Source: an optimization exercise on an open RTL-to-GDS flow (aim: small area). Production flows keep margins and buffers that such runs may drop. RTL that was checked went through simulation tests only; none was proved equivalent to the original. Power is estimated from default activity; no workload was simulated.

==> v37: inputs <==
Design fifo, start of the top module:
module fifo(
    input clk,rst,wr_en,re_en,
    input [7:0] data_in,
    output reg [7:0] data_out,
    output [7:0] count,
    output empty,full
    );
    reg [5:0] rd_ptr, wr_ptr;
    reg [6:0] cnt;
    assign count = {1'b0, cnt};
    assign empty = ~|cnt;
    assign full  = cnt[6];
    wire wr = wr_en & ~full;
    wire rd = re_en & ~empty;
    function [5:0] step;
        input [5:0] s;
        begin
            step = {s[4:0], s[5] ^ s[4] ^ ~|s[4:0]};
        end
    endfunction
    always @(posedge clk) begin
        if (rst)
            cnt <= 7'd0;
        else if (wr & ~rd)
            cnt <= cnt + 7'd1;
        else if (rd & ~wr)
            cnt <= cnt - 7'd1;
    end
    always @(posedge clk) begin
        if (rst) begin
            wr_ptr <= 6'd0;
            rd_ptr <= 6'd0;
        end else begin
            if (wr) wr_ptr <= step(wr_ptr);
            if (rd) rd_ptr <= step(rd_ptr);
        end
    end
    wire [7:0] rlo_n, rhi_n, wlo_n, whi_n;
    genvar g;
    generate
        for (g = 0; g < 8; g = g + 1) begin : g_pre
            assign rlo_n[g] = ~(rd_ptr[2:0] == g);
            assign rhi_n[g] = ~(rd_ptr[5:3] == g);
            assign wlo_n[g] = ~(~rst & wr & (wr_ptr[2:0] == g));
            assign whi_n[g] = ~(wr_ptr[5:3] == g);
        end
    endgenerate
    wire [63:0] rsel, wsel;
    wire [7:0] row [0:63];
    generate
        for (g = 0; g < 64; g = g + 1) begin : g_row
            reg [7:0] q;
  ...
==> module fifo, before the edit <==
module fifo(
    input clk,rst,wr_en,re_en,
    input [7:0] data_in,
    output reg [7:0] data_out,
    output [7:0] count,
    output empty,full
    );
    reg [5:0] rd_ptr, wr_ptr;
    reg [6:0] cnt;
    assign count = {1'b0, cnt};
    assign empty = ~|cnt;
    assign full  = cnt[6];
    wire wr = wr_en & ~full;
    wire rd = re_en & ~empty;
    function [5:0] step;
        input [5:0] s;
        begin
            step = {s[4:0], s[5] ^ s[4] ^ ~|s[4:0]};
        end
    endfunction
    always @(posedge clk) begin
        if (rst)
            cnt <= 7'd0;
        else if (wr & ~rd)
            cnt <= cnt + 7'd1;
        else if (rd & ~wr)
            cnt <= cnt - 7'd1;
    end
    always @(posedge clk) begin
        if (rst) begin
            wr_ptr <= 6'd0;
            rd_ptr <= 6'd0;
        end else begin
            if (wr) wr_ptr <= step(wr_ptr);
            if (rd) rd_ptr <= step(rd_ptr);
        end
    end
    wire [7:0] rlo_n, rhi_n, wlo_n, whi_n;
    genvar g;
    generate
        for (g = 0; g < 8; g = g + 1) begin : g_pre
            assign rlo_n[g] = ~(rd_ptr[2:0] == g);
            assign rhi_n[g] = ~(rd_ptr[5:3] == g);
            assign wlo_n[g] = ~(~rst & wr & (wr_ptr[2:0] == g));
            assign whi_n[g] = ~(wr_ptr[5:3] == g);
        end
    endgenerate
    wire [63:0] rsel, wsel;
    wire [7:0] row [0:63];
    generate
        for (g = 0; g < 64; g = g + 1) begin : g_row
            reg [7:0] q;
            fifo_nor2 u_ws (.a(whi_n[g/8]), .b(wlo_n[g%8]), .y(wsel[g]));
            fifo_nor2 u_rs (.a(rhi_n[g/8]), .b(rlo_n[g%8]), .y(rsel[g]));
            always @(posedge clk)
                if (wsel[g])
                    q <= data_in;
            assign row[g] = q;
        end
    endgenerate
    wire [7:0] grp_n [0:21];
    genvar b;
    generate
        for (g = 0; g < 21; g = g + 1) begin : g_grp
            for (b = 0; b < 8; b = b + 1) begin : g_bit
                fifo_aoi222 u_sel (
                    .a0(row[3*g][b]),   .s0(rsel[3*g]),
                    .a1(row[3*g+1][b]), .s1(rsel[3*g+1]),
                    .a2(row[3*g+2][b]), .s2(rsel[3*g+2]),
                    .y(grp_n[g][b]));
            end
        end
        for (b = 0; b < 8; b = b + 1) begin : g_last
            fifo_nand2 u_sel (.a(row[63][b]), .b(rsel[63]), .y(grp_n[21][b]));
        end
    endgenerate
    reg [7:0] rdata;
    integer k;
    always @(*) begin
        rdata = 8'hff;
        for (k = 0; k < 22; k = k + 1)
            rdata = rdata & grp_n[k];
        rdata = ~rdata;
    end
    always @(posedge clk) begin
        if (rst)
            data_out <= 8'd0;
        else if (rd)
            data_out <= rdata;
    end
endmodule
==> module fifo_nor2, before the edit <==
module fifo_nor2(input a, b, output y);
    assign y = ~(a | b);
endmodule
==> module fifo_nand2, before the edit <==
module fifo_nand2(input a, b, output y);
    assign y = ~(a & b);
endmodule
==> module fifo_aoi222, before the edit <==
module fifo_aoi222(input a0, s0, a1, s1, a2, s2, output y);
    assign y = ~((a0 & s0) | (a1 & s1) | (a2 & s2));
endmodule
clock: 10.0 ns
lec_check: 0
cap_margin: 20
core_margin: 2
core_utilization: 30
slew_margin: 20
synth_hierarchical: 1
synth_minimum_keep_size: 0
run.sh (not shown) runs the stock make flow with config.mk's settings and CLKGATE_MAP_FILE= SYNTH_SCRIPT=/design/flow/synth_recipe.tcl, a recipe that flattens the netlist after the stock synthesis.
==> v17: changes against v37 <==
==> flow/design.v (replaced) <==
`timescale 1ns / 1ps
module fifo(
    input clk,rst,wr_en,re_en,
    input [7:0] data_in,
    output reg [7:0] data_out,count,
    output reg empty,full    
    );
    reg [7:0] memory [63:0] ;
    reg [5:0] rd_ptr,wr_ptr;
    always@(count) 
        begin
            empty=(count==0);
            full=(count==64);
        end
    always@(posedge clk)
        begin
            if (rst)
                count<=0;
            else if ( (wr_en && !full) && (re_en && !empty) )   
                    count<=count;
                 else if (wr_en && !full)
                            count<=count+1;
                      else if (re_en && !empty)
                                count<=count-1;
                           else
                                count<=count;                            
        end
    always@(posedge clk)
        begin
            if(rst)
                data_out<=0;
            else
            begin
                if (re_en && !empty)
                    data_out<=memory[rd_ptr];
                else
                    data_out<=data_out;
                if (wr_en && !full)
                    memory[wr_ptr]=data_in;
                else
                    memory[wr_ptr]=memory[wr_ptr];
            end      
        end
    always@(posedge clk)
        begin
            if(rst)
                begin
                    wr_ptr<=0;
                    rd_ptr<=0;
                end
            else 
                begin
                    if (re_en && !empty)
                        rd_ptr<= (rd_ptr+1) % 64;
                    else 
                        rd_ptr<=rd_ptr;
                    if (wr_en && !full)
                        wr_ptr<= (wr_ptr+1) % 64;
                    else
                        wr_ptr<=wr_ptr;
                end           
        end       
endmodule
SYNTH_HIERARCHICAL = not set   (was 1)
SYNTH_MINIMUM_KEEP_SIZE = not set   (was 0)
==> notes.md <==
	v17	v37
Adder and majority cell fraction of the synthesized area	0.7763%	0.4866%
Crit path DAT	6.09 ns	4.63 ns
Total CTS buffers	68	50
Starting DRT DRC Count	5806	2463
M1 WL	74.27 mm	20.25 mm
Net count of the mapped netlist	1999	1100
Net Sw Power	2.862 mW	1.118 mW
Layout sequential cell count	540	539
Final routed wire length divided by cell count	65.53 um	25.59 um
Part of the cycle the worst path needs	57.91%	44.34%
Routed vias/inst	7.847	5.637
Ant. Diodes	25	0
Number of storage elements in the synthesis netlist	540	539
Maximum single-stage delay on the critical path	0.93 ns	0.82 ns
Clock tree buffer count of the final layout	86	62
Storage cell area	15940 um2	15920 um2
Final worst clock skew	0.03082 ns	0.01873 ns
Outcome	timing/DRC/antenna clean	timing/DRC/antenna clean
Met1 track demand over resource	57.35%	20.83%
No functional check of the RTL was part of v37.

==> static timing again, ports no longer ideal <==
Ports are ideal in the flow. The routed layouts listed here were re-timed in OpenROAD.
Step 1 sets driving cells, clkbuf_16 on the clock port and buf_2 on the other inputs (assumed; they add their load-dependent delay and slew).
Step 2 times the ports against the registers' clock, not the clock port: input delays grow and output delays shrink by t, the midpoint of the rising clock arrivals with the driver on.
Slacks: ideal / step 1 / step 2; pairs: ideal / step 1.
| run | t, ns | setup slack, ns | hold WS [ns] | worst slew at a driven data input, ns |
|---|---|---|---|---|
| v37 | 0.622 | 5.566 / 5.594 / 4.972 | 0.516 / 0.516 / 0.516 | 0.04 |
| v17 | 0.689 | 4.209 / 4.209 / 4.209 | 0.497 / 0.497 / 0.497 | 0.07 |
After both steps every run listed still meets setup and hold. For v37, which loses most, drivers alone change the setup slack by +0.028 ns; drivers and shift together by -0.594 ns.
